This is an optimization exercise on Yosys and OpenROAD, whose aim is small area, not a production implementation. The RTL was checked by simulation tests, not by an equivalence proof against the original design. In runs 2 to 6 the design's own scripts or RTL, not TritonCTS, make the clock network. The flow treats the clock pin as an ideal source. Dropping or thinning the clock tree relies on that and would not hold on a real chip. No activity file was given, so power comes from the tool's default toggle rates.

==> flow/design.v <==
`timescale 1ns / 1ps
module ac_dig10(input [3:0] q, input ci, output [3:0] n, output co);
    assign n[0] = q[0] ^ ci;
    assign n[1] = q[1] ^ (ci & q[0] & ~q[3]);
    assign n[2] = q[2] ^ (ci & q[0] & q[1]);
    assign n[3] = q[3] ^ (ci & q[0] & (q[3] | (q[2] & q[1])));
    assign co   = ci & q[3] & q[0];
endmodule
module ac_dig6(input [2:0] q, input ci, output [2:0] n, output co);
    assign n[0] = q[0] ^ ci;
    assign n[1] = q[1] ^ (ci & q[0] & ~q[2]);
    assign n[2] = q[2] ^ (ci & q[0] & (q[1] | q[2]));
    assign co   = ci & q[2] & q[0];
endmodule
module ac_inc60(input [6:0] q, input ci, output [6:0] n, output co);
    wire cu;
    ac_dig10 u_u(.q(q[3:0]), .ci(ci), .n(n[3:0]), .co(cu));
    ac_dig6  u_t(.q(q[6:4]), .ci(cu), .n(n[6:4]), .co(co));
endmodule
module ac_inc24(input [5:0] q, input ci, output [5:0] n);
    wire w  = ci & q[5] & q[1] & q[0];               
    wire cu = ci & q[3] & q[0];                      
    assign n[0] = q[0] ^ ci;
    assign n[1] = q[1] ^ (ci & q[0] & ~q[3]);
    assign n[2] = q[2] ^ (ci & q[0] & q[1] & ~q[5]);
    assign n[3] = q[3] ^ (ci & q[0] & (q[3] | (q[2] & q[1])));
    assign n[4] = q[4] ^ cu;
    assign n[5] = (q[5] & ~w) | (cu & q[4]);
endmodule
module ac_timebase(
    input clk, input rst,
    output scan_en, output led_en, output tick
);
    logic [3:0] c0, c1, c2;
    wire [3:0] n0, n1, n2;
    wire k0, k1, k2;
    ac_dig10 u_d0(.q(c0), .ci(1'b1), .n(n0), .co(k0));
    ac_dig10 u_d1(.q(c1), .ci(k0),   .n(n1), .co(k1));
    ac_dig10 u_d2(.q(c2), .ci(k1),   .n(n2), .co(k2));
    always_ff @(posedge clk) begin
        if (rst) begin
            c0 <= 4'd0; c1 <= 4'd0; c2 <= 4'd0;
        end else begin
            c0 <= n0; c1 <= n1; c2 <= n2;
        end
    end
    assign scan_en = c0[2] & ~c0[1] & ~c0[0];                          
    assign led_en  = c0[3] & c0[0] & c1[2] & ~c1[1] & ~c1[0];          
    assign tick    = c2[2] & c2[0] & ~c2[1] & ~c1[3] & ~c1[2] & ~c1[1] & ~c1[0]
                     & ~c0[3] & ~c0[2] & ~c0[1] & c0[0];               
endmodule
module ac_debounce(
    input clk, input rst, input in_btn, output pulse
);
    logic d1, d2, outb, p1, p2, flag;
    logic [4:0] lf;
    wire edg = d1 ^ d2;
    wire last = ~lf[4] & lf[3] & lf[2] & lf[1] & lf[0];
    always_ff @(posedge clk) begin
        p2 <= p1;        
        lf <= edg ? 5'b11111 : {lf[3:0], lf[4] ^ lf[2]};
        if (rst) begin
            d1 <= 1'b0; d2 <= 1'b1; outb <= 1'b0; p1 <= 1'b0; flag <= 1'b0;
        end else begin
            d1 <= in_btn;
            d2 <= d1;
            outb <= flag ? d2 : outb;
            p1 <= outb;
            flag <= ~edg & (flag | last);
        end
    end
    assign pulse = p1 & ~p2;
endmodule
module ac_time(
    input clk, input rst, input amode, input [1:0] pulse, input tick,
    output [5:0] dh, output logic [6:0] cm, output logic [6:0] am, output logic [6:0] cs,
    output logic alarm_q
);
    logic [5:0] ch, ah;
    assign dh = amode ? ah : ch;
    wire [6:0] cs_n, cm_e, cm_n, am_n;
    wire [5:0] ch_e, ch_n, ah_n;
    wire cs_c, cm_c, x1, x2;
    ac_inc60 u_cs (.q(cs),   .ci(tick),               .n(cs_n), .co(cs_c));
    ac_inc60 u_cme(.q(cm),   .ci(pulse[0] & ~amode),  .n(cm_e), .co(x1));
    ac_inc60 u_cmn(.q(cm_e), .ci(cs_c),               .n(cm_n), .co(cm_c));
    ac_inc24 u_che(.q(ch),   .ci(pulse[1] & ~amode),  .n(ch_e));
    ac_inc24 u_chn(.q(ch_e), .ci(cm_c),               .n(ch_n));
    ac_inc60 u_am (.q(am),   .ci(pulse[0] & amode),   .n(am_n), .co(x2));
    ac_inc24 u_ah (.q(ah),   .ci(pulse[1] & amode),   .n(ah_n));
    always_ff @(posedge clk) begin
        if (rst) begin
            cs <= 7'd0; cm <= 7'd0; ch <= 6'd0;
            am <= 7'd1; ah <= 6'd0;
            alarm_q <= 1'b0;
        end else begin
            cs <= cs_n;
            cm <= cm_n;
            ch <= ch_n;
            am <= am_n;
            ah <= ah_n;
            alarm_q <= ~amode & (ch == ah) & (cm == am) & (cs == 7'd0);
        end
    end
endmodule
module ac_display(
    input clk, input rst, input scan_en, input mode12, input amode,
    input [5:0] dh, input [6:0] cm, input [6:0] am, input [6:0] cs,
    output [6:0] seg, output dp, output [5:0] an, output pm
);
    wire h_ge13 = dh[5] | (dh[4] & (dh[3] | dh[2] | (dh[1] & dh[0])));
    assign pm = mode12 & h_ge13;
    wire [5:0] hd = ~pm   ? dh :
                    dh[5] ? {1'b0, dh[1], ~dh[1], 2'b00, dh[0]} :
                            {2'b00, 1'b0, dh[3] | (dh[2] & dh[1]), ~dh[1], dh[0]};
    logic [2:0] j;
    always_ff @(posedge clk) begin
        if (rst)          j <= 3'b000;
        else if (scan_en) j <= {j[1:0], ~j[2]};
    end
    wire [5:0] sel;
    assign sel[0] = ~j[2] & ~j[0];
    assign sel[1] = j[0] & ~j[1];
    assign sel[2] = j[1] & ~j[2];
    assign sel[3] = j[2] & j[0];
    assign sel[4] = j[1] & ~j[0];
    assign sel[5] = j[2] & ~j[1];
    wire [3:0] digit = ({4{sel[0] & ~amode}} & cs[3:0])
                     | ({4{sel[1] & ~amode}} & {1'b0, cs[6:4]})
                     | ({4{sel[2] & ~amode}} & cm[3:0])
                     | ({4{sel[2] &  amode}} & am[3:0])
                     | ({4{sel[3] & ~amode}} & {1'b0, cm[6:4]})
                     | ({4{sel[3] &  amode}} & {1'b0, am[6:4]})
                     | ({4{sel[4]}} & hd[3:0])
                     | ({4{sel[5]}} & {2'b0, hd[5:4]});
    wire b3 = digit[3], b2 = digit[2], b1 = digit[1], b0 = digit[0];
    wire sa = b3 | b1 | ~(b2 ^ b0);
    wire sb = ~b2 | ~(b1 ^ b0);
    wire sc = b2 | ~b1 | b0;
    wire sd = b3 | (~b2 & ~b0) | (b1 & ~b0) | (~b2 & b1) | (b2 & ~b1 & b0);
    wire se = (~b2 & ~b0) | (b1 & ~b0);
    wire sf = b3 | (~b1 & ~b0) | (b2 & ~b1) | (b2 & ~b0);
    wire sg = b3 | (b2 ^ b1) | (b1 & ~b0);
    assign seg = ~{sa, sb, sc, sd, se, sf, sg};
    assign dp = ~sel[2];
    assign an = ~sel;
endmodule
module ac_led(
    input clk, input rst, input alarm, input led_en, input pm, output [7:0] led
);
    logic lstate;
    logic [5:0] lcnt;
    always_ff @(posedge clk) begin
        if (rst) lstate <= 1'b0;
        else     lstate <= alarm | (lstate & ~(&lcnt));
        if (rst | (led_en & ~lstate)) lcnt <= 6'd0;
        else if (led_en)              lcnt <= lcnt + 6'd1;
    end
    wire [7:0] shift = 8'd1 << lcnt[2:0];
    assign led[7:1] = lstate ? shift[7:1] : 7'd0;
    assign led[0]   = lstate ? shift[0] : pm;
endmodule
module topmodule(
    input CLK100MHZ,
    input CPU_RESETN,
    input [1:0]SW,
    input BTNL, BTNR,
    output CA, CB, CC, CD, CE, CF, CG, DP,
    output [7:0]AN,
    output [7:0]LED
);
    wire clk = CLK100MHZ;
    wire rst = ~CPU_RESETN;
    wire scan_en, led_en, tick, alarm_q, pm;
    wire [1:0] pulse;
    wire [5:0] dh;
    wire [6:0] cm, am, cs;
    wire [5:0] an;
    ac_timebase u_tb(.clk(clk), .rst(rst), .scan_en(scan_en), .led_en(led_en), .tick(tick));
    ac_debounce u_dl(.clk(clk), .rst(rst), .in_btn(BTNL), .pulse(pulse[1]));
    ac_debounce u_dr(.clk(clk), .rst(rst), .in_btn(BTNR), .pulse(pulse[0]));
    ac_time u_time(.clk(clk), .rst(rst), .amode(SW[1]), .pulse(pulse), .tick(tick),
                   .dh(dh), .cm(cm), .am(am), .cs(cs), .alarm_q(alarm_q));
    ac_display u_disp(.clk(clk), .rst(rst), .scan_en(scan_en), .mode12(SW[0]), .amode(SW[1]),
                      .dh(dh), .cm(cm), .am(am), .cs(cs),
                      .seg({CA, CB, CC, CD, CE, CF, CG}), .dp(DP), .an(an), .pm(pm));
    assign AN = {an, 2'b11};
    ac_led u_led(.clk(clk), .rst(rst), .alarm(alarm_q), .led_en(led_en), .pm(pm), .led(LED));
endmodule
==> flow/flow/run.sh <==
#!/bin/bash
# Own layout flow: the standard flow, with these changes.
#  1. After the standard synthesis (bash standard.sh synth, unchanged), the
#     combinational logic between the flip-flops is re-mapped by ABC with an
#     area-oriented script (deepsyn + area mapping), four seeds in parallel,
#     keeping the smallest result. Flip-flop instances, their names and cell
#     types stay exactly as the standard synthesis made them.
#  2. Port buffers are the smallest buffer (buf_1) instead of clkdlybuf4s50_1.
#  3. CTS without dummy loads, clkbuf_8 only.
# Each tool's output goes to a log file of its own in the work folder.
set -euo pipefail
W=$(pwd)
R=$W/orfs/results/${FLOW_PLATFORM}/topmodule/base
LIB=$FLOW_HOME/platforms/sky130hd/lib/sky130_fd_sc_hd__tt_025C_1v80.lib

bash standard.sh synth > $W/log_1_synth.txt 2>&1

cp $R/1_2_yosys.v $W/synth_standard.v
DU=$(sed -n '/^export DONT_USE_CELLS/,/^$/p' $FLOW_HOME/platforms/sky130hd/config.mk \
     | grep -oE 'sky130_fd_sc_hd__[a-z0-9_]+' | sort -u | sed 's/^/-dont_use /' | tr '\n' ' ')
for s in 1 2 3 4; do
  sed -e "s#SEED#$s#" $W/flow/abc_area.script > $W/abc_area_$s.script
  sed -e "s#@LIB@#$LIB#g" -e "s#@DU@#$DU#g" -e "s#@IN@#$W/synth_standard.v#g" \
      -e "s#@OUT@#$W/synth_reabc_$s.v#g" -e "s#@SCRIPT@#$W/abc_area_$s.script#g" \
      $W/flow/reabc.ys > $W/reabc_$s.ys
  yosys -s $W/reabc_$s.ys > $W/log_reabc_$s.txt 2>&1 &
done
wait
best=""; besta=""
for s in 1 2 3 4; do
  a=$(grep 'Chip area for module' $W/synth_reabc_$s.v.stat_after.txt | awk '{print $NF}')
  echo "seed $s: $a" >> $W/log_reabc_pick.txt
  if [[ -z "$best" ]] || awk -v a="$a" -v b="$besta" 'BEGIN{exit !(a < b)}'; then best=$s; besta=$a; fi
done
echo "picked seed $best ($besta)" >> $W/log_reabc_pick.txt
cp $W/synth_reabc_$best.v $R/1_2_yosys.v
rm -f $R/1_synth.odb $R/1_synth.sdc

bash standard.sh \
    BUFFER_PORTS_ARGS="-buffer_cell sky130_fd_sc_hd__buf_1" \
    CTS_ARGS="-sink_clustering_enable -repair_clock_nets -dont_use_dummy_load -buf_list sky130_fd_sc_hd__clkbuf_8" \
    finish > $W/log_2_layout.txt 2>&1
==> flow/flow/abc_area.script <==
strash
&get -n
&deepsyn -T 60 -S SEED
&put
strash
&get -n
&dch -f
&nf -R 1000
&put
mfs2
strash
&get -n
&dch -f
&nf -R 1000
&put
topo
==> flow/flow/reabc.ys <==
# Re-map the combinational logic of the standard synthesis netlist.
read_liberty -ignore_miss_func @LIB@
read_verilog @IN@
hierarchy -top topmodule
# keep flip-flops and tie cells as they are
blackbox sky130_fd_sc_hd__dfxtp_* sky130_fd_sc_hd__dfrtp_* sky130_fd_sc_hd__dfstp_* sky130_fd_sc_hd__dfbbp_* sky130_fd_sc_hd__dfrbp_* sky130_fd_sc_hd__dfsbp_* sky130_fd_sc_hd__dfxbp_* sky130_fd_sc_hd__edfxtp_* sky130_fd_sc_hd__conb_1
# private names for the combinational cells, so that flattening keeps the
# standard netlist's net names
rename -hide t:sky130_fd_sc_hd__* t:sky130_fd_sc_hd__df* %d t:sky130_fd_sc_hd__conb_1 %d
flatten
opt_clean
tee -o @OUT@.stat_before.txt stat -liberty @LIB@
abc -liberty @LIB@ @DU@ -script @SCRIPT@
opt_clean -purge
splitnets
opt_clean -purge
hilomap -singleton -hicell sky130_fd_sc_hd__conb_1 HI -locell sky130_fd_sc_hd__conb_1 LO
insbuf -buf sky130_fd_sc_hd__buf_1 A X
write_verilog -noattr -nohex -nodec -selected @OUT@.tmp.v
design -reset
read_liberty -lib @LIB@
read_verilog @OUT@.tmp.v
hierarchy -check -top topmodule
tee -o @OUT@.stat_after.txt stat -liberty @LIB@
check -assert -mapped
write_verilog -noattr -nohex -nodec @OUT@
==> flow/standard.sh <==
#!/bin/bash
# synth_recipe.tcl (not shown) runs the flow's synth.tcl, then flattens the netlist and writes it again
# the make line also repeats each setting of config.mk as NAME=value (left out here)
make -C /OpenROAD-flow-scripts/flow DESIGN_CONFIG=/design/flow/config.mk WORK_HOME=/design/flow/orfs CLKGATE_MAP_FILE= SYNTH_SCRIPT=/design/flow/synth_recipe.tcl "${@:-finish}"
==> flow/config.mk <==
export PLATFORM = sky130hd
export DESIGN_NAME = topmodule
export DESIGN_NICKNAME = topmodule
export VERILOG_FILES = /design/flow/design.v
export SDC_FILE = /design/flow/constraint.sdc
export NUM_CORES = 4
export LEC_CHECK = 0
export CAP_MARGIN = 20
export CORE_MARGIN = 2
export CORE_UTILIZATION = 40
export SLEW_MARGIN = 20
==> flow/constraint.sdc <==
create_clock -name core_clock -period 10.0 [get_ports {CLK100MHZ}]
set_input_delay 2.0000 -clock core_clock [delete_from_list [all_inputs] [get_ports {CLK100MHZ}]]
set_output_delay 2.0000 -clock core_clock [all_outputs]
set_load 0.01 [all_outputs]
==> results.py, run 1 <==
metrics = {
    "status": {
        "status": "complete, no violations",
    },
    "die": {
        "core_area_um2": 8180,
        "initial_core_util": 0.411,
        "die_area_um2": 9160,
        "die_y_um": 95.7,
        "rows": 33,
        "dieWidth_um": 95.7,
        "ioPinCount": 30,
    },
    "worst_setup_path": {
        "cp_max_fo": 20,
        "cp-start-kind": "primary input",
        "ff2ff_setup_slack_ps": 6390,
        "crit_arrival_ps": 4700,
        "required_ps": 8000,
        "cp_slowest_stage_delay_ps": 710,
        "criticalPathCategory": "primary input to output pin",
        "critPathTopFamily": "compound AO/OA/AOI/OAI gates",
        "cpMaxStageDelayCell": "buf_1",
        "path_buf_inv": 2,
        "end_kind": "output pin",
        "worstPathCellList": "buf_1 -> nand2_1 -> o22ai_1 -> nand2_1 -> xor2_1 -> a221oi_1 -> o31ai_1 -> a21oi_1 -> nor2b_1 -> nor4_1 -> buf_1",
    },
    "power": {
        "cellPowerDensity_nw_per_um2": 139,
        "swShare": 0.214,
        "seqPwrFrac": 0.621,
        "p_clk_frac": 0.333,
        "combPwrFrac": 0.046,
        "fin_total_pwr_mw": 0.516,
        "p_switching_mw": 0.110,
        "p_leak_nw": 1.35,
        "vdd_drop_max_mv": 0.0916,
        "internal_power_mw": 0.405,
    },
    "route": {
        "vias": 2940,
        "wl_mm": 7.18,
        "dr.pass1.iters": 4,
        "drc": 0,
        "drtIter0Drc": 132,
        "via_per_inst": 5.32,
        "final_antenna_net_count": 0,
        "wire_per_inst_um": 13.0,
    },
    "cts": {
        "ctsHoldBuffers": 0,
        "path_clk_slew_ps": 90,
        "clock_sinks": 78,
        "cts-root-buf": "clkbuf_8",
        "cts_resized": 0,
        "numCtsBuffers": 9,
        "cts_tree": "done",
        "clock_path_buffers": 2,
        "ctsHtreeMaxLevel": 3,
        "postCtsSetupRepairBufs": 0,
        "insertion_delay_ps": 350,
    },
    "place": {
        "place_ws_ps": 3340,
        "gp_congestion": 0.875,
        "hpwl_mm": 5.27,
        "io_buffers": 27,
    },
    "sta": {
        "final_max_slew_viol_count": 0,
        "finalSetupTns_ps": 0,
        "rsz0062_at_grt": "no",
        "finClkSkew_ps": 31.5,
        "relSlewSlack": 0.350,
        "setup_viol": 0,
        "fmax_mhz": 149,
        "min_period_ps": 6700,
        "post-route-period-util": 0.670,
        "tightest_slew_ps": 975,
        "finalWorstSetupSlack_ps": 3300,
        "final_hold_viol_count": 0,
    },
    "global_routing": {
        "grt_usage": 0.170,
        "overflow": 0,
        "grt_start_max_net_pins": 42,
        "antenna_found_initial": 0,
        "grt_pass1_wl_mm": 12.2,
        "grt_pass1_vias": 2660,
    },
    "finish": {
        "diodes": 0,
        "area_growth_pct": 10.6,
        "drive_above_1_share": 0.0223,
        "fin_nets": 456,
    },
    "min_path": {
        "hp-class": "flop to flop",
    },
    "flow_run": {
        "cap_violations": 0,
    },
    "synth": {
        "synth_warnings": 5,
        "avgSynthCellArea_um2": 8.14,
        "syn_area_um2": 3360,
        "netlist_instances": 413,
    },
}
[worst register-to-register path, stage by stage, from the launching register on]
cell and delay (ps):
dfxtp_1 350, nor4b_1 340, nand3_1 120, nor4b_1 510, and3_1 320, and3_1 220, maj3_1 240, and2_0 200
nand2_1 110, a211o_1 340, a21oi_1 300, and2_0 260, o21ai_0 90, a21oi_1 130
[placed cells by master, fill, tap and decap left out, types with 8 or more instances in the layout]
master / n
and2_0: 10
nor2b_1: 11
o21ai_0: 26
a22oi_1: 8
buf_1: 27
nand3_1: 8
dfxtp_1: 78
xnor2_1: 10
clkbuf_8: 9
nand2_1: 37
clkinv_1: 26
nor2_1: 55
o22ai_1: 8
nor3_1: 17
and3_1: 13
a21oi_1: 40
nand2b_1: 17
[power groups by stage]
stage                     Clock [mW]  Sequential [mW]  Combinational (mW)
after floorplan                    0            0.326              0.0153
after global placement             0            0.327              0.0235
after detailed placement           0            0.327              0.0239
after CTS                      0.182            0.320              0.0239
after global routing           0.194            0.321              0.0270
final                          0.172            0.320              0.0237
[area by class of cell]
type / instances / area (um^2)
clock buffers: 9 / 124
fillers: 847 / 4460
inverters: 26 / 97.6
multi-input cells: 307 / 1700
flip-flops and latches: 78 / 1560
well taps: 105 / 131
repair buffers: 28 / 109
[metal layers]
layer | global-route usage | vias up | wire length (um)
met2 | 0.266 | 59 | 3240
li1 | - | 1520 | -
met3 | 0.0493 | 10 | 370
met1 | 0.225 | 1351 | 3450
met5 | 0 | - | 0
met4 | 0.0595 | 0 | 119
[sequential cells by signal, summed over array words and instances, names as in the netlist, 3 cells and up]
name / cells
u_disp.j: 3
u_dl.lf: 5
u_dr.lf: 5
u_led.lcnt: 6
u_tb.c0: 4
u_tb.c1: 4
u_tb.c2: 4
u_time.ah: 6
u_time.am: 7
u_time.ch: 6
u_time.cm: 7
u_time.cs: 7
[per-stage QoR]
step            util  hold WS, ps  std cells  instance area (um^2)
6_report       0.455          352        553                  3720
5_1_grt        0.455          365        553                  3720
4_1_cts        0.455          356        553                  3720
3_5_place_dp   0.440          338        544                  3600
3_3_place_gp   0.440          334        544                  3600
2_1_floorplan      -          324        414                  3370
[worst paths after layout]
| check | to | startpoint | cells past startpoint |
|---|---|---|---|
| setup / recovery | CA | SW[1] | 11 |
| hold / removal | u_dr.p2$_DFF_P_ | u_dr.p1$_SDFF_PN0_ | 0 |
| setup reg to reg | u_time.ch[4]$_SDFF_PN0_ | u_tb.c0[2]$_SDFF_PN0_ | 13 |
| hold reg to reg | u_dr.p2$_DFF_P_ | u_dr.p1$_SDFF_PN0_ | 0 |
==> inputs of run 2 (changes only) <==
--- a/flow/flow/run.sh
+++ b/flow/flow/run.sh
@@ -7,5 +7,6 @@
 #     types stay exactly as the standard synthesis made them.
 #  2. Port buffers are the smallest buffer (buf_1) instead of clkdlybuf4s50_1.
-#  3. CTS without dummy loads, clkbuf_8 only.
+#  3. Clock buffering by hand (flow/mycts.tcl): the clock port drives four
+#     clkbuf_16, each driving a k-means cluster of flip-flops.
 # Each tool's output goes to a log file of its own in the work folder.
 set -euo pipefail
@@ -39,4 +40,4 @@
 bash standard.sh \
     BUFFER_PORTS_ARGS="-buffer_cell sky130_fd_sc_hd__buf_1" \
-    CTS_ARGS="-sink_clustering_enable -repair_clock_nets -dont_use_dummy_load -buf_list sky130_fd_sc_hd__clkbuf_8" \
+    PRE_CTS_TCL="$W/flow/mycts_hook.tcl" \
     finish > $W/log_2_layout.txt 2>&1
==> flow/flow/mycts.tcl (new file) <==
# Clock buffering for a small design: the clock port drives K clock buffers
# directly, each buffer drives one cluster of flip-flops (k-means on the
# placed flip-flop locations). Used in place of TritonCTS's tree.
proc mycts_build {K master_name} {
  set db [ord::get_db]
  set block [ord::get_db_block]
  set master [$db findMaster $master_name]
  set clk_port_net ""
  foreach bt [$block getBTerms] {
    if {[$bt getName] == "CLK100MHZ"} { set clk_port_net [$bt getNet] }
  }
  set sinks {}
  foreach it [$clk_port_net getITerms] { lappend sinks $it }
  set n [llength $sinks]
  set xs {}; set ys {}
  foreach it $sinks {
    set box [[$it getInst] getBBox]
    lappend xs [expr {([$box xMin] + [$box xMax]) / 2.0}]
    lappend ys [expr {([$box yMin] + [$box yMax]) / 2.0}]
  }
  # k-means, seeded with sinks spread along the sorted x order
  set order [lsort -real -indices $xs]
  set cx {}; set cy {}
  for {set k 0} {$k < $K} {incr k} {
    set i [lindex $order [expr {int(($k + 0.5) * $n / $K)}]]
    lappend cx [lindex $xs $i]; lappend cy [lindex $ys $i]
  }
  set asg [lrepeat $n 0]
  for {set iter 0} {$iter < 50} {incr iter} {
    for {set i 0} {$i < $n} {incr i} {
      set best 0; set bd 1e30
      for {set k 0} {$k < $K} {incr k} {
        set d [expr {abs([lindex $xs $i] - [lindex $cx $k]) + abs([lindex $ys $i] - [lindex $cy $k])}]
        if {$d < $bd} { set bd $d; set best $k }
      }
      lset asg $i $best
    }
    for {set k 0} {$k < $K} {incr k} {
      set sx 0; set sy 0; set c 0
      for {set i 0} {$i < $n} {incr i} {
        if {[lindex $asg $i] == $k} { set sx [expr {$sx + [lindex $xs $i]}]; set sy [expr {$sy + [lindex $ys $i]}]; incr c }
      }
      if {$c > 0} { lset cx $k [expr {$sx / $c}]; lset cy $k [expr {$sy / $c}] }
    }
  }
  for {set k 0} {$k < $K} {incr k} {
    set inst [odb::dbInst_create $block $master "clkbuf_my_$k"]
    set net [odb::dbNet_create $block "clknet_my_$k"]
    $net setSigType CLOCK
    [$inst findITerm A] connect $clk_port_net
    [$inst findITerm X] connect $net
    for {set i 0} {$i < $n} {incr i} {
      if {[lindex $asg $i] == $k} {
        set it [lindex $sinks $i]
        $it disconnect
        $it connect $net
      }
    }
    $inst setLocation [expr {int([lindex $cx $k])}] [expr {int([lindex $cy $k])}]
    $inst setPlacementStatus PLACED
    puts "mycts: buffer $k at [lindex $cx $k] [lindex $cy $k]"
  }
}
==> flow/flow/mycts_hook.tcl (new file) <==
# PRE_CTS hook: the clock port drives four clkbuf_16 directly, each driving one
# k-means cluster of flip-flops; TritonCTS is then skipped.
source [file join [file dirname [info script]] mycts.tcl]
mycts_build 4 sky130_fd_sc_hd__clkbuf_16
set_propagated_clock [all_clocks]
proc clock_tree_synthesis {args} { puts "clock_tree_synthesis skipped: clock buffered by mycts" }
==> run 2 against run 1 <==
Against the previous run: wire length up 1.4%; worst hold slack about the same; area after synthesis unchanged; die area is the same; critical path type unchanged; highest routed layer unchanged.
==> results.py, run 2 <==
metrics = {
    "sta": {
        "final_max_slew_viol_count": 0,
        "final_hold_viol_count": 0,
        "setup_viol": 0,
        "fmax_mhz": 150,
        "relSlewSlack": 0.352,
        "post-route-period-util": 0.669,
        "rsz0062_at_grt": "no",
        "finClkSkew_ps": 36.0,
        "min_period_ps": 6690,
        "tightest_slew_ps": 971,
        "finalSetupTns_ps": 0,
    },
    "route": {
        "via_per_inst": 5.34,
        "wire_per_inst_um": 13.3,
        "vias": 2928,
        "drc": 0,
        "wl_mm": 7.28,
        "drtIter0Drc": 150,
        "dr.pass1.iters": 4,
        "final_antenna_net_count": 0,
    },
    "power": {
        "cellPowerDensity_nw_per_um2": 134,
        "p_clk_frac": 0.303,
        "p_switching_mw": 0.0965,
        "p_leak_nw": 1.33,
        "vdd_drop_max_mv": 0.0949,
        "internal_power_mw": 0.397,
        "seqPwrFrac": 0.648,
        "combPwrFrac": 0.048,
        "swShare": 0.196,
    },
    "worst_setup_path": {
        "cp-start-kind": "primary input",
        "path_buf_inv": 2,
        "cp_slowest_stage_delay_ps": 700,
        "required_ps": 8000,
        "ff2ff_setup_slack_ps": 6340,
        "criticalPathCategory": "primary input to output pin",
        "cp_max_fo": 20,
        "crit_arrival_ps": 4690,
        "end_kind": "output pin",
        "cpMaxStageDelayCell": "buf_1",
        "worstPathCellList": "buf_1 -> nand2_1 -> o22ai_1 -> nand2_1 -> xor2_1 -> a221oi_1 -> o31ai_1 -> a21oi_1 -> nor2b_1 -> nor4_1 -> buf_1",
        "critPathTopFamily": "compound AO/OA/AOI/OAI gates",
    },
    "die": {
        "die_area_um2": 9160,
        "initial_core_util": 0.411,
        "die_y_um": 95.7,
        "rows": 33,
        "dieWidth_um": 95.7,
        "ioPinCount": 30,
        "core_area_um2": 8180,
    },
    "synth": {
        "netlist_instances": 413,
        "syn_area_um2": 3360,
        "avgSynthCellArea_um2": 8.14,
        "synth_warnings": 5,
    },
    "finish": {
        "fin_nets": 451,
        "layout_common_cells": "dfxtp_1, nor2_1, a21oi_1",
        "finalInstanceArea_um2": 3700,
        "final_common_cell": "dfxtp_1",
        "top_regs": "u_time.am (7), u_time.cm (7), u_time.cs (7)",
        "drive_above_1_share": 0.0113,
        "diodes": 0,
        "area_growth_pct": 9.90,
    },
    "place": {
        "io_buffers": 27,
        "placed_cell_area_um2": 3600,
        "gp_congestion": 0.875,
        "hpwl_mm": 5.27,
    },
    "cts": {
        "path_clk_slew_ps": 80,
        "cts_resized": 0,
        "postCtsSetupRepairBufs": 0,
        "ctsHoldBuffers": 0,
        "insertion_delay_ps": 160,
    },
    "global_routing": {
        "grt_start_max_net_pins": 42,
        "grt_pass1_wl_mm": 12.2,
        "grt_usage": 0.160,
        "grt_pass1_vias": 2666,
        "overflow": 0,
        "antenna_found_initial": 0,
    },
    "flow_run": {
        "cap_violations": 0,
    },
    "min_path": {
        "hp-class": "flop to flop",
    },
    "status": {
        "status": "complete, no violations",
    },
}
[run 2: routing by layer]
| metal | wire length, um | global-route usage | up-vias |
|---|---|---|---|
| met5 | 0 | 0 | - |
| li1 | - | - | 1509 |
| met4 | 93 | 0.0250 | 0 |
| met2 | 3270 | 0.267 | 51 |
| met3 | 337 | 0.0172 | 9 |
| met1 | 3580 | 0.228 | 1359 |
[run 2: worst paths after layout]
| path | startpoint | endpoint | depth (start not counted) |
|---|---|---|---|
| max | SW[1] | CA | 11 |
| min | u_dr.p1$_SDFF_PN0_ | u_dr.p2$_DFF_P_ | 0 |
| max reg2reg | u_tb.c0[0]$_SDFF_PN0_ | u_time.ch[4]$_SDFF_PN0_ | 13 |
| min reg2reg | u_dr.p1$_SDFF_PN0_ | u_dr.p2$_DFF_P_ | 0 |
[run 2: worst reg2reg max path, cell delays in order, from the launching register on]
cell and delay (ps):
dfxtp_1 460, nor2b_1 240, nand3_1 100, nor4b_1 520, and3_1 320, and3_1 220, maj3_1 240, and2_0 200
nand2_1 110, a211o_1 350, a21oi_1 300, and2_0 260, o21ai_0 90, a21oi_1 130
[run 2: stage by stage]
stage / instances / utilization / setup WS [ps] / hold slack [ps] / total power [mW]
3_3_place_gp: 544 / 0.440 / 3490 / 334 / 0.351
6_report: 548 / 0.452 / 3310 / 351 / 0.494
5_1_grt: 548 / 0.452 / 2940 / 362 / 0.513
3_5_place_dp: 544 / 0.440 / 3340 / 338 / 0.351
4_1_cts: 548 / 0.452 / 3320 / 356 / 0.498
2_1_floorplan: 414 / - / 4230 / 324 / 0.342
[run 2: power groups by stage]
stage	sequential [mW]	clock (mW)	combinational [mW]
after detailed placement	0.327	0	0.0239
final	0.320	0.150	0.0238
after CTS	0.320	0.154	0.0240
after global placement	0.327	0	0.0235
after global routing	0.321	0.165	0.0271
after floorplan	0.326	0	0.0153
[run 2: layout make-up]
class / instances / area [um^2]
well taps: 105 / 131
inverters: 26 / 97.6
flip-flops and latches: 78 / 1560
plain buffers: 4 / 100
multi-input cells: 307 / 1700
repair buffers: 28 / 109
fillers: 850 / 4480
==> inputs of run 3 (changes only) <==
--- a/flow/design.v
+++ b/flow/design.v
@@ -40,13 +40,12 @@
     always_ff @(posedge clk) begin
         if (rst) begin
-            c0 <= 4'd0; c1 <= 4'd0; c2 <= 4'd0;
+            c0 <= 4'd8; c1 <= 4'd9; c2 <= 4'd4;
         end else begin
             c0 <= n0; c1 <= n1; c2 <= n2;
         end
     end
-    assign scan_en = c0[2] & ~c0[1] & ~c0[0];                          
-    assign led_en  = c0[3] & c0[0] & c1[2] & ~c1[1] & ~c1[0];          
-    assign tick    = c2[2] & c2[0] & ~c2[1] & ~c1[3] & ~c1[2] & ~c1[1] & ~c1[0]
-                     & ~c0[3] & ~c0[2] & ~c0[1] & c0[0];               
+    assign scan_en = ~c0[2] & c0[1] & ~c0[0];                          
+    assign led_en  = c1[2] & ~c1[1] & ~c1[0] & c0[2] & c0[1] & c0[0];   
+    assign tick    = k2;                                               
 endmodule
 module ac_debounce(
@@ -56,8 +55,8 @@
     logic [4:0] lf;
     wire edg = d1 ^ d2;
-    wire last = ~lf[4] & lf[3] & lf[2] & lf[1] & lf[0];
+    wire last = ~lf[3] & ~lf[2] & ~lf[1] & ~lf[0];
     always_ff @(posedge clk) begin
         p2 <= p1;        
-        lf <= edg ? 5'b11111 : {lf[3:0], lf[4] ^ lf[2]};
+        lf <= edg ? 5'b00001 : {lf[3:0], lf[4] ^ lf[2]};
         if (rst) begin
             d1 <= 1'b0; d2 <= 1'b1; outb <= 1'b0; p1 <= 1'b0; flag <= 1'b0;
==> flow/flow/mycts_hook.tcl (replaced) <==
# PRE_CTS hook: the clock port drives four clkbuf_16 directly, each driving one
# k-means cluster of flip-flops; TritonCTS is then skipped.
source [file join [file dirname [info script]] mycts.tcl]
mycts_build 3 sky130_fd_sc_hd__clkbuf_16
set_propagated_clock [all_clocks]
proc clock_tree_synthesis {args} { puts "clock_tree_synthesis skipped: clock buffered by mycts" }
--- a/flow/config.mk
+++ b/flow/config.mk
@@ -8,4 +8,4 @@
 export CAP_MARGIN = 20
 export CORE_MARGIN = 2
-export CORE_UTILIZATION = 40
+export CORE_UTILIZATION = 60
 export SLEW_MARGIN = 20
==> run 3 against run 2 <==
Against the previous run: synthesized cell count shrank 2.4%; critical path depth grew 1; sequential cell count is the same; sequential power is 2% higher; critical endpoint is now CG; fmax decreased by 7.0%; worst setup slack worse by 510 ps; area after synthesis down 0.71%; highest routed layer unchanged; via count is 0.82% lower; design area decreased by 2.4%; clock skew is 8.3 ps higher; die area down 33%.
==> results.py, run 3 <==
metrics = {
    "place": {
        "hpwl_mm": 5.19,
        "gp_congestion": 0.919,
        "placed_cell_area_um2": 3530,
        "io_buffers": 27,
    },
    "worst_setup_path": {
        "ff2ff_setup_slack_ps": 7110,
        "end_kind": "output pin",
        "criticalPathCategory": "primary input to output pin",
        "cp_max_fo": 19,
        "crit_arrival_ps": 5190,
        "required_ps": 8000,
        "cp-start-kind": "primary input",
    },
    "cts": {
        "path_clk_slew_ps": 120,
        "ctsHoldBuffers": 0,
        "postCtsSetupRepairBufs": 0,
        "cts_resized": 0,
        "insertion_delay_ps": 180,
    },
    "sta": {
        "relSlewSlack": 0.447,
        "setup_viol": 0,
        "post-route-period-util": 0.719,
        "min_period_ps": 7190,
        "final_max_slew_viol_count": 0,
        "finalSetupTns_ps": 0,
        "rsz0062_at_grt": "no",
        "tightest_slew_ps": 829,
        "finClkSkew_ps": 44.4,
        "fmax_mhz": 139,
        "final_hold_viol_count": 0,
    },
    "die": {
        "rows": 27,
        "ioPinCount": 30,
        "die_y_um": 78.6,
        "die_area_um2": 6180,
        "initial_core_util": 0.614,
        "core_area_um2": 5440,
        "dieWidth_um": 78.6,
    },
    "power": {
        "cellPowerDensity_nw_per_um2": 135,
        "p_leak_nw": 1.29,
        "vdd_drop_max_mv": 0.123,
    },
    "route": {
        "final_antenna_net_count": 0,
        "wl_mm": 7.10,
        "drtIter0Drc": 191,
        "wire_per_inst_um": 14.1,
        "drc": 0,
        "dr.pass1.iters": 5,
        "via_per_inst": 5.76,
        "vias": 2904,
    },
    "synth": {
        "synth_warnings": 5,
        "syn_area_um2": 3340,
        "avgSynthCellArea_um2": 8.29,
        "netlist_instances": 403,
    },
    "finish": {
        "fin_nets": 440,
        "finalInstanceArea_um2": 3610,
        "area_growth_pct": 8.02,
        "drive_above_1_share": 0.0116,
        "diodes": 0,
        "nFillCells": 481,
        "layout_common_cells": "dfxtp_1, a21oi_1, nor2_1",
        "top_regs": "u_time.am (7), u_time.cm (7), u_time.cs (7)",
        "final_common_cell": "dfxtp_1",
    },
    "global_routing": {
        "overflow": 0,
        "grt_start_max_net_pins": 55,
        "grt_pass1_wl_mm": 12.2,
        "antenna_found_initial": 0,
        "grt_usage": 0.233,
        "grt_pass1_vias": 2672,
    },
    "flow_run": {
        "cap_violations": 0,
    },
    "min_path": {
        "hp-class": "flop to flop",
    },
    "status": {
        "status": "complete, no violations",
    },
}
-- run 3: cell type report --
cell class,instances,area (um^2),share of cell area
multi-input cells,296,1670,0.463
flip-flops and latches,78,1560,0.433
repair buffers,28,110,0.0305
inverters,27,101,0.0281
well taps,72,90.1,0.0250
plain buffers,3,75.1,0.0208
-- run 3: critical path: stages --
cell       delay [ps]
buf_1             610
clkinv_1          340
a2111oi_0         570
nor3_1            240
xnor2_1           180
a31oi_1           170
o31ai_1           120
nand2b_1          210
xnor2_1           180
and2_0            200
nor3b_1           190
buf_1             170
-- run 3: where the power goes --
part | total (mW) | leakage [nW] | switching (mW) | internal, mW
Sequential | 0.328 | 0.633 | 0.00734 | 0.321
Clock | 0.129 | 0.0370 | 0.0735 | 0.0551
Combinational | 0.0305 | 0.623 | 0.0185 | 0.0120
-- run 3: stage by stage --
step / util / hold slack (ps) / power (mW) / instances / setup slack, ps
after floorplan: - / 324 / 0.354 / 404 / 4010
after global placement: 0.649 / 326 / 0.364 / 501 / 3120
after global routing: 0.663 / 390 / 0.509 / 504 / 2520
final: 0.663 / 368 / 0.487 / 504 / 2810
after CTS: 0.663 / 375 / 0.492 / 504 / 2910
after detailed placement: 0.649 / 332 / 0.365 / 501 / 2960
-- run 3: path summary, 6_finish.rpt --
path | startpoint | endpoint | depth (start not counted)
min reg2reg | u_dr.p1$_SDFF_PN0_ | u_dr.p2$_DFF_P_ | 0
min | u_dr.p1$_SDFF_PN0_ | u_dr.p2$_DFF_P_ | 0
max reg2reg | u_tb.c0[0]$_SDFF_PN0_ | u_time.ch[2]$_SDFF_PN0_ | 11
max | SW[1] | CG | 12
-- run 3: layer usage --
metal  global-route usage  wire length (um)
met2                0.409              3330
met1                0.325              3370
met3               0.0138               323
met4               0.0316                85
met5                    0                 0
==> inputs of run 4 (changes only) <==
==> flow/flow/mycts_hook.tcl (replaced) <==
# PRE_CTS hook: the clock port drives four clkbuf_16 directly, each driving one
# k-means cluster of flip-flops; TritonCTS is then skipped.
source [file join [file dirname [info script]] mycts.tcl]
mycts_build 4 sky130_fd_sc_hd__clkbuf_8
set_propagated_clock [all_clocks]
proc clock_tree_synthesis {args} { puts "clock_tree_synthesis skipped: clock buffered by mycts" }
--- a/flow/config.mk
+++ b/flow/config.mk
@@ -9,3 +9,4 @@
 export CORE_MARGIN = 2
 export CORE_UTILIZATION = 60
+export PLACE_DENSITY = 0.85
 export SLEW_MARGIN = 20
==> run 4 against run 3 <==
Against the previous run: clock skew shrank 27 ps; wire length grew 2.6%; die area is the same; via count grew 1.2%; utilization shrank 0.51 points; final cell count is the same; global-route usage grew 0.64 points; clock power shrank 14%; sequential power is essentially flat; design area shrank 0.76%; register-to-register slack lost 60 ps; sequential share of layout area grew 0.33 points; critical path type unchanged; highest routed layer unchanged.
==> results.py, run 4 <==
metrics = {
    "status": {
        "status": "complete, no violations",
    },
    "route": {
        "via_per_inst": 5.83,
        "final_antenna_net_count": 0,
        "wl_mm": 7.29,
        "wire_per_inst_um": 14.5,
        "vias": 2940,
        "drtIter0Drc": 239,
        "dr.pass1.iters": 7,
        "drc": 0,
    },
    "synth": {
        "avgSynthCellArea_um2": 8.29,
        "netlist_instances": 403,
        "syn_area_um2": 3340,
        "synth_warnings": 5,
    },
    "place": {
        "io_buffers": 27,
        "placed_cell_area_um2": 3520,
        "hpwl_mm": 5.41,
        "gp_congestion": 0.951,
        "place_ws_ps": 2870,
    },
    "sta": {
        "tightest_slew_ps": 905,
        "relSlewSlack": 0.397,
        "final_max_slew_viol_count": 0,
        "setup_viol": 0,
        "post-route-period-util": 0.727,
        "min_period_ps": 7270,
        "fmax_mhz": 138,
        "final_hold_viol_count": 0,
        "rsz0062_at_grt": "no",
        "finalWorstSetupSlack_ps": 2730,
        "finalSetupTns_ps": 0,
        "finClkSkew_ps": 17.3,
    },
    "power": {
        "cellPowerDensity_nw_per_um2": 131,
        "fin_total_pwr_mw": 0.470,
        "p_leak_nw": 1.28,
        "vdd_drop_max_mv": 0.116,
    },
    "finish": {
        "regArea_um2": 1560,
        "drive_above_1_share": 0.0116,
        "fin_nets": 440,
        "layout_common_cells": "dfxtp_1, a21oi_1, nor2_1",
        "nFillCells": 485,
        "top_regs": "u_time.am (7), u_time.cm (7), u_time.cs (7)",
        "area_growth_pct": 7.19,
        "multi_input_comb_area_um2": 1670,
        "diodes": 0,
        "finalInstanceArea_um2": 3580,
        "final_common_cell": "dfxtp_1",
    },
    "min_path": {
        "hp-class": "flop to flop",
        "hp-start": "u_dr.p1$_SDFF_PN0_",
    },
    "worst_setup_path": {
        "crit_arrival_ps": 5270,
        "end_kind": "output pin",
        "r2r-start": "u_tb.c0[0]$_SDFF_PN0_",
        "endpoint": "CG",
        "reg2reg_depth": 11,
        "criticalPathCategory": "primary input to output pin",
        "cpMaxStageDelayCell": "buf_1",
        "critical_path_depth": 12,
        "cp_slowest_stage_delay_ps": 640,
        "path_buf_inv": 3,
        "r2r_end": "u_time.ch[2]$_SDFF_PN0_",
        "cp-start-kind": "primary input",
        "cp_max_fo": 19,
        "required_ps": 8000,
        "worstPathCellList": "buf_1 -> clkinv_1 -> a2111oi_0 -> nor3_1 -> xnor2_1 -> a31oi_1 -> o31ai_1 -> nand2b_1 -> xnor2_1 -> and2_0 -> nor3b_1 -> buf_1",
        "startpoint": "SW[1]",
        "ff2ff_setup_slack_ps": 7050,
        "critPathTopFamily": "buffers and inverters",
    },
    "global_routing": {
        "grt_usage": 0.240,
        "globalRouteMet1Util": 0.331,
        "grt_start_max_net_pins": 55,
        "grt.busiest_layer": "met2",
        "use_met2": 0.421,
        "grt_pass1_wl_mm": 12.3,
        "overflow": 0,
        "antenna_found_initial": 0,
        "met3_usage": 0.00920,
        "grt_pass1_vias": 2649,
    },
    "die": {
        "initial_core_util": 0.614,
        "die_area_um2": 6180,
        "die_y_um": 78.6,
        "rows": 27,
        "dieWidth_um": 78.6,
        "ioPinCount": 30,
        "core_area_um2": 5440,
    },
    "cts": {
        "postCtsSetupRepairBufs": 0,
        "cts_resized": 0,
        "insertion_delay_ps": 170,
        "path_clk_slew_ps": 120,
        "ctsHoldBuffers": 0,
    },
    "flow_run": {
        "cap_violations": 0,
    },
}
==> run 4: how the worst min path moves through the flow <==
stage / end / slack (ps) / cells past startpoint
after floorplan: u_dr.p2$_DFF_P_ / 320 / 0
after global placement: u_dr.p2$_DFF_P_ / 330 / 0
after global routing: u_dr.p2$_DFF_P_ / 360 / 0
after CTS: u_dr.p2$_DFF_P_ / 360 / 0
final: u_dr.p2$_DFF_P_ / 360 / 0
after detailed placement: u_dr.p2$_DFF_P_ / 330 / 0
==> run 4: metrics by stage <==
| stage | cells | utilization | hold slack (ps) |
|---|---|---|---|
| 2_1_floorplan | 404 | - | 324 |
| 3_3_place_gp | 500 | 0.648 | 327 |
| 3_5_place_dp | 500 | 0.648 | 332 |
| 4_1_cts | 504 | 0.658 | 357 |
| 5_1_grt | 504 | 0.658 | 361 |
| 6_report | 504 | 0.658 | 355 |
==> run 4: layer usage <==
layer	up-vias	part of all wire
met5	-	0
met4	0	0.024
met3	16	0.043
met2	85	0.48
met1	1337	0.45
li1	1502	-
==> run 4: cell type report <==
cell class                 count  area share
multi-input combinational    296       0.466
sequential                    78       0.436
timing repair buffer          27      0.0287
inverter                      27      0.0283
tap                           72      0.0252
buffer                         4      0.0154
==> run 4: where the power goes <==
group	switching [mW]	total [mW]	internal, mW
sequential	0.00749	0.328	0.321
clock	0.0741	0.111	0.0374
combinational	0.0185	0.0304	0.0118
==> inputs of run 5 (changes only) <==
==> flow/flow/run.sh (replaced) <==
#!/bin/bash
# Own layout flow: the standard flow, with these changes.
#  1. After the standard synthesis (bash standard.sh synth, unchanged), the
#     combinational logic between the flip-flops is re-mapped by ABC with an
#     area-oriented script (deepsyn + area mapping), eight seeds, keeping the
#     smallest result. Flip-flop instances, their names and cell types stay
#     exactly as the standard synthesis made them (flow/reabc.ys).
#  2. Port buffers are the smallest buffer (buf_1) instead of clkdlybuf4s50_1.
#  3. Clock buffering by hand instead of TritonCTS (flow/mycts_hook.tcl, run
#     as the CTS step's PRE_CTS_TCL hook): the clock port drives a few clock
#     buffers directly, each driving one k-means cluster of flip-flops.
# Each tool's output goes to a log file of its own in the work folder.
set -euo pipefail
W=$(pwd)
R=$W/orfs/results/${FLOW_PLATFORM}/topmodule/base
LIB=$FLOW_HOME/platforms/sky130hd/lib/sky130_fd_sc_hd__tt_025C_1v80.lib

bash standard.sh synth > $W/log_1_synth.txt 2>&1

cp $R/1_2_yosys.v $W/synth_standard.v
DU=$(sed -n '/^export DONT_USE_CELLS/,/^$/p' $FLOW_HOME/platforms/sky130hd/config.mk \
     | grep -oE 'sky130_fd_sc_hd__[a-z0-9_]+' | sort -u | sed 's/^/-dont_use /' | tr '\n' ' ')
run_seed() {
  local s=$1
  sed -e "s#SEED#$s#" $W/flow/abc_area.script > $W/abc_area_$s.script
  sed -e "s#@LIB@#$LIB#g" -e "s#@DU@#$DU#g" -e "s#@IN@#$W/synth_standard.v#g" \
      -e "s#@OUT@#$W/synth_reabc_$s.v#g" -e "s#@SCRIPT@#$W/abc_area_$s.script#g" \
      $W/flow/reabc.ys > $W/reabc_$s.ys
  yosys -s $W/reabc_$s.ys > $W/log_reabc_$s.txt 2>&1 || true
}
for s in 1 2 3 4; do run_seed $s & done; wait
for s in 5 6 7 8; do run_seed $s & done; wait
best=""; besta=""
for s in 1 2 3 4 5 6 7 8; do
  f=$W/synth_reabc_$s.v.stat_after.txt
  [[ -s $W/synth_reabc_$s.v && -s $f ]] || { echo "seed $s: failed" >> $W/log_reabc_pick.txt; continue; }
  a=$(grep 'Chip area for module' $f | awk '{print $NF}')
  echo "seed $s: $a" >> $W/log_reabc_pick.txt
  if [[ -z "$best" ]] || awk -v a="$a" -v b="$besta" 'BEGIN{exit !(a < b)}'; then best=$s; besta=$a; fi
done
if [[ -n "$best" ]]; then
  echo "picked seed $best ($besta)" >> $W/log_reabc_pick.txt
  cp $W/synth_reabc_$best.v $R/1_2_yosys.v
  rm -f $R/1_synth.odb $R/1_synth.sdc
else
  echo "no re-mapped netlist; keeping the standard one" >> $W/log_reabc_pick.txt
fi

bash standard.sh \
    BUFFER_PORTS_ARGS="-buffer_cell sky130_fd_sc_hd__buf_1" \
    PRE_CTS_TCL="$W/flow/mycts_hook.tcl" \
    finish > $W/log_2_layout.txt 2>&1
--- a/flow/flow/mycts.tcl
+++ b/flow/flow/mycts.tcl
@@ -62,2 +62,24 @@
   }
 }
+
+# Size each clock buffer made by mycts_build: the smallest of the given cells
+# whose flip-flop clock pins all have an estimated slew below limit_ns.
+proc mycts_size {K cells limit_ns} {
+  set db [ord::get_db]
+  set block [ord::get_db_block]
+  for {set k 0} {$k < $K} {incr k} {
+    set inst [$block findInst "clkbuf_my_$k"]
+    foreach c $cells {
+      $inst swapMaster [$db findMaster $c]
+      estimate_parasitics -placement
+      set worst 0
+      foreach pin [get_pins -of_objects [get_nets "clknet_my_$k"]] {
+        if {[get_property $pin direction] != "input"} { continue }
+        set s [get_property $pin slew_max]
+        if {$s > $worst} { set worst $s }
+      }
+      puts "mycts: clkbuf_my_$k $c worst sink slew $worst"
+      if {$worst < $limit_ns} { break }
+    }
+  }
+}
==> flow/flow/mycts_hook.tcl (replaced) <==
source [file join [file dirname [info script]] mycts.tcl]
mycts_build 4 sky130_fd_sc_hd__clkbuf_8
set_propagated_clock [all_clocks]
mycts_size 4 {sky130_fd_sc_hd__clkbuf_4 sky130_fd_sc_hd__clkbuf_8 sky130_fd_sc_hd__clkbuf_16} 0.124
proc clock_tree_synthesis {args} { puts "clock_tree_synthesis skipped: clock buffered by mycts" }
==> run 5 against run 4 <==
Against the previous run: still clean; highest routed layer unchanged; largest cell class unchanged; worst hold slack worse by 3.5 ps; design area up 0.49%; sequential share of layout area fell by 0.21 points; synthesized cell count is 0.50% higher; global-route usage is 2.1 points lower; fmax grew 16%.
==> results.py, run 5 <==
metrics = {
    "sta": {
        "tightest_slew_ps": 706,
        "post-route-period-util": 0.626,
        "rsz0062_at_grt": "no",
        "final_max_slew_viol_count": 0,
        "finClkSkew_ps": 22.0,
        "fmax_mhz": 160,
        "finalSetupTns_ps": 0,
        "relSlewSlack": 0.526,
        "setup_viol": 0,
        "min_period_ps": 6260,
        "final_hold_viol_count": 0,
    },
    "die": {
        "core_area_um2": 5440,
        "ioPinCount": 30,
        "die_area_um2": 6170,
        "die_y_um": 78.5,
        "dieWidth_um": 78.5,
        "initial_core_util": 0.613,
        "rows": 27,
    },
    "global_routing": {
        "antenna_found_initial": 0,
        "grt_pass1_vias": 2559,
        "grt_usage": 0.219,
        "grt_start_max_net_pins": 41,
        "grt_pass1_wl_mm": 11.4,
        "overflow": 0,
    },
    "route": {
        "dr.pass1.iters": 4,
        "final_antenna_net_count": 0,
        "wl_mm": 6.81,
        "drtIter0Drc": 183,
        "wire_per_inst_um": 13.4,
        "via_per_inst": 5.67,
        "drc": 0,
        "vias": 2880,
    },
    "worst_setup_path": {
        "cp_max_fo": 25,
        "crit_arrival_ps": 4260,
        "cp-start-kind": "primary input",
        "end_kind": "output pin",
        "criticalPathCategory": "primary input to output pin",
        "required_ps": 8000,
    },
    "finish": {
        "finalInstanceArea_um2": 3600,
        "layout_common_cells": "dfxtp_1, nor2_1, a21oi_1",
        "drive_above_1_share": 0.0138,
        "diodes": 0,
        "area_growth_pct": 7.96,
        "fin_nets": 444,
        "final_common_cell": "dfxtp_1",
        "top_regs": "u_time.am (7), u_time.cm (7), u_time.cs (7)",
    },
    "synth": {
        "avgSynthCellArea_um2": 8.23,
        "netlist_instances": 405,
        "syn_area_um2": 3330,
        "synth_warnings": 5,
    },
    "cts": {
        "postCtsSetupRepairBufs": 0,
        "insertion_delay_ps": 170,
        "cts_resized": 0,
        "path_clk_slew_ps": 90,
        "ctsHoldBuffers": 0,
    },
    "place": {
        "hpwl_mm": 4.87,
        "gp_congestion": 0.909,
        "io_buffers": 27,
        "placed_cell_area_um2": 3530,
    },
    "power": {
        "cellPowerDensity_nw_per_um2": 134,
        "vdd_drop_max_mv": 0.145,
        "p_leak_nw": 1.29,
    },
    "flow_run": {
        "cap_violations": 0,
    },
    "status": {
        "status": "complete, no violations",
    },
    "min_path": {
        "hp-class": "flop to flop",
    },
}
run 5: layout make-up:
type,count,area [um^2]
tap,72,90.1
fill,470,1840
multi-input combinational,302,1680
buffer,4,66.3
inverter,23,86.3
sequential,78,1560
timing repair buffer,29,116
run 5: report_power, final:
part	leakage [nW]	switching (mW)	total, mW	internal, mW
Clock	0.0339	0.0740	0.120	0.0462
Sequential	0.633	0.00759	0.328	0.321
Combinational	0.618	0.0193	0.0320	0.0127
Total	1.29	0.101	0.481	0.380
run 5: final timing paths:
check,slack [ps],start,depth (start not counted),end
setup / recovery,3740,SW[1],14,CA
hold / removal,350,u_dr.p1$_SDFF_PN0_,0,u_dr.p2$_DFF_P_
setup reg to reg,6620,u_tb.c0[0]$_SDFF_PN0_,12,u_time.ch[4]$_SDFF_PN0_
hold reg to reg,350,u_dr.p1$_SDFF_PN0_,0,u_dr.p2$_DFF_P_
run 5: through the flow:
| step | power [mW] | util | setup WS [ps] | std cells | hold WS [ps] |
|---|---|---|---|---|---|
| 2_1_floorplan | 0.356 | - | 4300 | 406 | 324 |
| 3_3_place_gp | 0.366 | 0.649 | 3980 | 504 | 331 |
| 3_5_place_dp | 0.368 | 0.649 | 3810 | 504 | 337 |
| 4_1_cts | 0.483 | 0.661 | 3770 | 508 | 355 |
| 5_1_grt | 0.503 | 0.661 | 3520 | 508 | 366 |
| 6_report | 0.481 | 0.661 | 3740 | 508 | 352 |
run 5: per-layer routing:
metal / GRT usage / vias up / part of all wire
li1: - / 1501 / -
met1: 0.298 / 1302 / 0.47
met2: 0.387 / 69 / 0.46
met3: 0.0195 / 8 / 0.054
met4: 0.0281 / 0 / 0.012
met5: 0 / - / 0
run 5: critical path, cell delays in order:
cell,delay [ps]
buf_1,70
buf_4,200
nand2b_1,180
o22ai_1,210
nand2_1,140
o22ai_1,150
o22ai_1,80
nand3_1,110
nand2_1,60
a31oi_1,270
a21oi_1,120
nor2b_1,190
nor4_1,270
buf_1,180
==> inputs of run 6 (changes only) <==
--- a/flow/flow/run.sh
+++ b/flow/flow/run.sh
@@ -3,5 +3,5 @@
 #  1. After the standard synthesis (bash standard.sh synth, unchanged), the
 #     combinational logic between the flip-flops is re-mapped by ABC with an
-#     area-oriented script (deepsyn + area mapping), eight seeds, keeping the
+#     area-oriented script (deepsyn + area mapping), twelve seeds, keeping the
 #     smallest result. Flip-flop instances, their names and cell types stay
 #     exactly as the standard synthesis made them (flow/reabc.ys).
@@ -31,6 +31,7 @@
 for s in 1 2 3 4; do run_seed $s & done; wait
 for s in 5 6 7 8; do run_seed $s & done; wait
+for s in 9 10 11 12; do run_seed $s & done; wait
 best=""; besta=""
-for s in 1 2 3 4 5 6 7 8; do
+for s in 1 2 3 4 5 6 7 8 9 10 11 12; do
   f=$W/synth_reabc_$s.v.stat_after.txt
   [[ -s $W/synth_reabc_$s.v && -s $f ]] || { echo "seed $s: failed" >> $W/log_reabc_pick.txt; continue; }
==> flow/flow/mycts.tcl (replaced) <==
# Clock buffering by hand for a small design: the clock port drives K clock
# buffers directly, each driving one cluster of flip-flops. Used in place of
# TritonCTS's tree (see mycts_hook.tcl).

# Manhattan minimum spanning tree length of the points (idx into xs/ys).
proc mycts_mst {xs ys idx} {
  set n [llength $idx]
  if {$n < 2} { return 0.0 }
  set in [lrepeat $n 0]
  set d [lrepeat $n 1e30]
  lset d 0 0.0
  set total 0.0
  for {set step 0} {$step < $n} {incr step} {
    set best -1; set bd 1e30
    for {set i 0} {$i < $n} {incr i} {
      if {![lindex $in $i] && [lindex $d $i] < $bd} { set bd [lindex $d $i]; set best $i }
    }
    lset in $best 1
    set total [expr {$total + $bd}]
    set bx [lindex $xs [lindex $idx $best]]; set by [lindex $ys [lindex $idx $best]]
    for {set i 0} {$i < $n} {incr i} {
      if {[lindex $in $i]} { continue }
      set dd [expr {abs([lindex $xs [lindex $idx $i]] - $bx) + abs([lindex $ys [lindex $idx $i]] - $by)}]
      if {$dd < [lindex $d $i]} { lset d $i $dd }
    }
  }
  return $total
}

# k-means (Manhattan assignment) from the given initial centres; returns the
# assignment list.
proc mycts_kmeans {xs ys K cx cy} {
  set n [llength $xs]
  set asg [lrepeat $n 0]
  for {set iter 0} {$iter < 40} {incr iter} {
    for {set i 0} {$i < $n} {incr i} {
      set best 0; set bd 1e30
      for {set k 0} {$k < $K} {incr k} {
        set d [expr {abs([lindex $xs $i] - [lindex $cx $k]) + abs([lindex $ys $i] - [lindex $cy $k])}]
        if {$d < $bd} { set bd $d; set best $k }
      }
      lset asg $i $best
    }
    for {set k 0} {$k < $K} {incr k} {
      set sx 0; set sy 0; set c 0
      for {set i 0} {$i < $n} {incr i} {
        if {[lindex $asg $i] == $k} { set sx [expr {$sx + [lindex $xs $i]}]; set sy [expr {$sy + [lindex $ys $i]}]; incr c }
      }
      if {$c > 0} { lset cx $k [expr {$sx / $c}]; lset cy $k [expr {$sy / $c}] }
    }
  }
  return $asg
}

proc mycts_build {K master_name} {
  set db [ord::get_db]
  set block [ord::get_db_block]
  set dbu [$block getDbUnitsPerMicron]
  set master [$db findMaster $master_name]
  set clk_port_net ""
  foreach bt [$block getBTerms] {
    if {[$bt getName] == "CLK100MHZ"} { set clk_port_net [$bt getNet] }
  }
  set sinks {}
  foreach it [$clk_port_net getITerms] { lappend sinks $it }
  set n [llength $sinks]
  set xs {}; set ys {}
  foreach it $sinks {
    set box [[$it getInst] getBBox]
    lappend xs [expr {([$box xMin] + [$box xMax]) / 2.0 / $dbu}]
    lappend ys [expr {([$box yMin] + [$box yMax]) / 2.0 / $dbu}]
  }
  # multi-start k-means; keep the clustering whose largest cluster load
  # (pins plus an MST wire estimate) is smallest
  set best_cost 1e30; set best_asg {}
  set lcg 12345
  for {set trial 0} {$trial < 30} {incr trial} {
    set cx {}; set cy {}
    for {set k 0} {$k < $K} {incr k} {
      set lcg [expr {($lcg * 1103515245 + 12345) % 2147483648}]
      set i [expr {$lcg % $n}]
      lappend cx [lindex $xs $i]; lappend cy [lindex $ys $i]
    }
    set asg [mycts_kmeans $xs $ys $K $cx $cy]
    set worst 0.0
    for {set k 0} {$k < $K} {incr k} {
      set idx {}
      for {set i 0} {$i < $n} {incr i} { if {[lindex $asg $i] == $k} { lappend idx $i } }
      set cost [expr {[llength $idx] * 1.8 + 0.2 * [mycts_mst $xs $ys $idx]}]
      if {$cost > $worst} { set worst $cost }
    }
    if {$worst < $best_cost} { set best_cost $worst; set best_asg $asg }
  }
  puts "mycts: best clustering, largest cluster load estimate $best_cost fF"
  for {set k 0} {$k < $K} {incr k} {
    set inst [odb::dbInst_create $block $master "clkbuf_my_$k"]
    set net [odb::dbNet_create $block "clknet_my_$k"]
    $net setSigType CLOCK
    [$inst findITerm A] connect $clk_port_net
    [$inst findITerm X] connect $net
    set sx 0; set sy 0; set c 0
    for {set i 0} {$i < $n} {incr i} {
      if {[lindex $best_asg $i] == $k} {
        set it [lindex $sinks $i]
        $it disconnect
        $it connect $net
        set sx [expr {$sx + [lindex $xs $i]}]; set sy [expr {$sy + [lindex $ys $i]}]; incr c
      }
    }
    set px [expr {int($sx / $c * $dbu)}]; set py [expr {int($sy / $c * $dbu)}]
    $inst setLocation $px $py
    $inst setPlacementStatus PLACED
    puts "mycts: buffer $k drives $c flip-flops, at $px $py"
  }
}
# Size each clock buffer made by mycts_build: the smallest of the given cells
# whose flip-flop clock pins all have an estimated slew below limit_ns.
proc mycts_size {K cells limit_ns} {
  set db [ord::get_db]
  set block [ord::get_db_block]
  for {set k 0} {$k < $K} {incr k} {
    set inst [$block findInst "clkbuf_my_$k"]
    foreach c $cells {
      $inst swapMaster [$db findMaster $c]
      estimate_parasitics -placement
      set worst 0
      foreach pin [get_pins -of_objects [get_nets "clknet_my_$k"]] {
        if {[get_property $pin direction] != "input"} { continue }
        set s [get_property $pin slew_max]
        if {$s > $worst} { set worst $s }
      }
      puts "mycts: clkbuf_my_$k $c worst sink slew $worst"
      if {$worst < $limit_ns} { break }
    }
  }
}
==> flow/flow/mycts_hook.tcl (replaced) <==
source [file join [file dirname [info script]] mycts.tcl]
mycts_build 4 sky130_fd_sc_hd__clkbuf_8
set_propagated_clock [all_clocks]
detailed_placement
mycts_size 4 {sky130_fd_sc_hd__clkbuf_4 sky130_fd_sc_hd__clkbuf_8 sky130_fd_sc_hd__clkbuf_16} 0.125
proc clock_tree_synthesis {args} { puts "clock_tree_synthesis skipped: clock buffered by mycts" }
==> run 6 against run 5 <==
Against the previous run: clock power rose by 12%; utilization rose by 0.28 points; clock skew rose by 1.2 ps; critical path type unchanged; highest routed layer unchanged.
==> results.py, run 6 <==
metrics = {
    "global_routing": {
        "overflow": 0,
        "grt_pass1_vias": 2787,
        "grt_start_max_net_pins": 40,
        "grt_usage": 0.231,
        "grt_pass1_wl_mm": 12.1,
        "antenna_found_initial": 0,
    },
    "synth": {
        "synth_warnings": 5,
        "syn_area_um2": 3330,
        "avgSynthCellArea_um2": 8.20,
        "netlist_instances": 406,
    },
    "die": {
        "rows": 27,
        "die_y_um": 78.5,
        "ioPinCount": 30,
        "initial_core_util": 0.612,
        "die_area_um2": 6160,
        "core_area_um2": 5440,
        "dieWidth_um": 78.5,
    },
    "worst_setup_path": {
        "cp_slowest_stage_delay_ps": 740,
        "cpMaxStageDelayCell": "nor4b_1",
        "cp-start-kind": "primary input",
        "criticalPathCategory": "primary input to output pin",
        "cp_max_fo": 26,
        "path_common_cell": "a21oi_1",
        "required_ps": 8000,
        "end_kind": "output pin",
        "worstPathCellList": "buf_1 -> buf_4 -> a2111oi_0 -> nor4b_1 -> a21oi_1 -> a21oi_1 -> o31ai_1 -> a31oi_1 -> a21oi_1 -> o21ai_0 -> and3_1 -> nor2b_1 -> buf_1",
        "r2r-start": "u_tb.c0[0]$_SDFF_PN0_",
        "startpoint": "SW[1]",
        "crit_arrival_ps": 4560,
    },
    "route": {
        "drc": 0,
        "final_antenna_net_count": 0,
        "via_per_inst": 5.88,
        "dr.pass1.iters": 6,
        "wire_per_inst_um": 13.6,
        "drtIter0Drc": 315,
        "wl_mm": 6.92,
        "vias": 2994,
    },
    "sta": {
        "rsz0062_at_grt": "no",
        "final_hold_viol_count": 0,
        "post-route-period-util": 0.656,
        "min_period_ps": 6560,
        "tightest_slew_ps": 805,
        "finalSetupTns_ps": 0,
        "setup_viol": 0,
        "fmax_mhz": 152,
        "finClkSkew_ps": 23.2,
        "final_max_slew_viol_count": 0,
        "relSlewSlack": 0.456,
    },
    "power": {
        "combPwrFrac": 0.066,
        "seqPwrFrac": 0.663,
        "vdd_drop_max_mv": 0.124,
        "p_switching_mw": 0.103,
        "swShare": 0.207,
        "cellPowerDensity_nw_per_um2": 137,
        "p_clk_frac": 0.271,
        "internal_power_mw": 0.394,
        "p_leak_nw": 1.31,
    },
    "finish": {
        "top_regs": "u_time.am (7), u_time.cm (7), u_time.cs (7)",
        "diodes": 0,
        "regArea_um2": 1560,
        "area_growth_pct": 8.45,
        "fin_nets": 445,
        "nFillCells": 450,
        "final_cells": 509,
        "multi_input_comb_area_um2": 1630,
        "drive_above_1_share": 0.0137,
        "layout_common_cells": "dfxtp_1, nor2_1, a21oi_1",
        "final_common_cell": "dfxtp_1",
    },
    "cts": {
        "postCtsSetupRepairBufs": 0,
        "path_clk_slew_ps": 90,
        "ctsHoldBuffers": 0,
        "insertion_delay_ps": 170,
        "cts_resized": 0,
    },
    "flow_run": {
        "cap_violations": 0,
    },
    "place": {
        "io_buffers": 27,
        "gp_congestion": 0.901,
        "hpwl_mm": 4.97,
        "placed_cells": 505,
    },
    "status": {
        "status": "complete, no violations",
    },
    "min_path": {
        "hp-class": "flop to flop",
        "hp-start": "u_dr.p1$_SDFF_PN0_",
    },
}
run 6: path summary, 6_finish.rpt:
check                       endpoint  slack [ps]  cells past startpoint
max                               CA        3440                     13
min                  u_dr.p2$_DFF_P_         350                      0
max reg2reg  u_time.ch[3]$_SDFF_PN0_        6780                     14
min reg2reg          u_dr.p2$_DFF_P_         350                      0
run 6: cell type report:
cell class / count / share of cell area
plain buffers: 4 / 0.0229
flip-flops and latches: 78 / 0.432
multi-input cells: 292 / 0.452
well taps: 72 / 0.0249
repair buffers: 29 / 0.0322
inverters: 34 / 0.0353
run 6: metrics by stage:
step,setup slack (ps),total power [mW],instance area (um^2),hold slack [ps],util
global placement,3580,0.367,3530,330,0.649
CTS,3490,0.498,3610,352,0.664
detailed placement,3470,0.369,3530,333,0.649
global route,3030,0.517,3610,366,0.664
floorplan,4050,0.357,3330,324,-
finish,3440,0.497,3610,352,0.664
run 6: metal layers:
layer / vias to the layer above / global-route usage / share of wire
li1: 1507 / - / -
met1: 1379 / 0.310 / 0.47
met2: 98 / 0.418 / 0.47
met3: 10 / 0.0172 / 0.047
met4: 0 / 0.0263 / 0.015
met5: - / 0 / 0
run 6: power groups by stage:
stage | combinational, mW | clock, mW | sequential [mW]
CTS | 0.0329 | 0.136 | 0.329
floorplan | 0.0226 | 0 | 0.334
detailed placement | 0.0326 | 0 | 0.336
finish | 0.0329 | 0.134 | 0.329
global route | 0.0375 | 0.148 | 0.331
global placement | 0.0317 | 0 | 0.336
run 6: critical path: cells and delay by family:
family                 cells  cell delay, ps
AO/OA/AOI/OAI              7            1000
buffers and inverters      3             490
AND/OR/NAND/NOR            3            1070

static timing again, ports no longer ideal:
In the flow no input, the clock included, has a driving cell. The finished layouts below were timed again as built, in two steps.
Step 1, drivers: a clkbuf_16 drives CLK100MHZ and a buf_2 each remaining input, both assumed.
Step 2 adds t to the input delays and takes it off the output delays; t is the mean of the earliest and latest rising clock arrival at the registers after step 1. Input paths then give back, and output paths get back, about the clock's delay inside the block.
Slacks: no drivers / after step 1 / after step 2; pairs: no drivers / after step 1.
run	shift t [ns]	slack for setup (ns)	clock arrival spread, ns	cell pins on the clock port's net
run 1	0.366	3.301 / 3.275 / 3.275	0.033 / 0.032	1
run 2	0.227	3.312 / 3.285 / 3.285	0.036 / 0.036	4
run 3	0.218	2.806 / 2.762 / 2.762	0.044 / 0.045	3
run 4	0.225	2.728 / 2.699 / 2.699	0.018 / 0.019	4
run 5	0.221	3.740 / 3.721 / 3.721	0.022 / 0.022	4
run 6	0.226	3.437 / 3.415 / 3.415	0.024 / 0.024	4
After both steps every run listed still meets setup and hold. For run 3, which loses most, drivers alone change the setup slack by -0.044 ns; drivers and shift together by -0.044 ns.
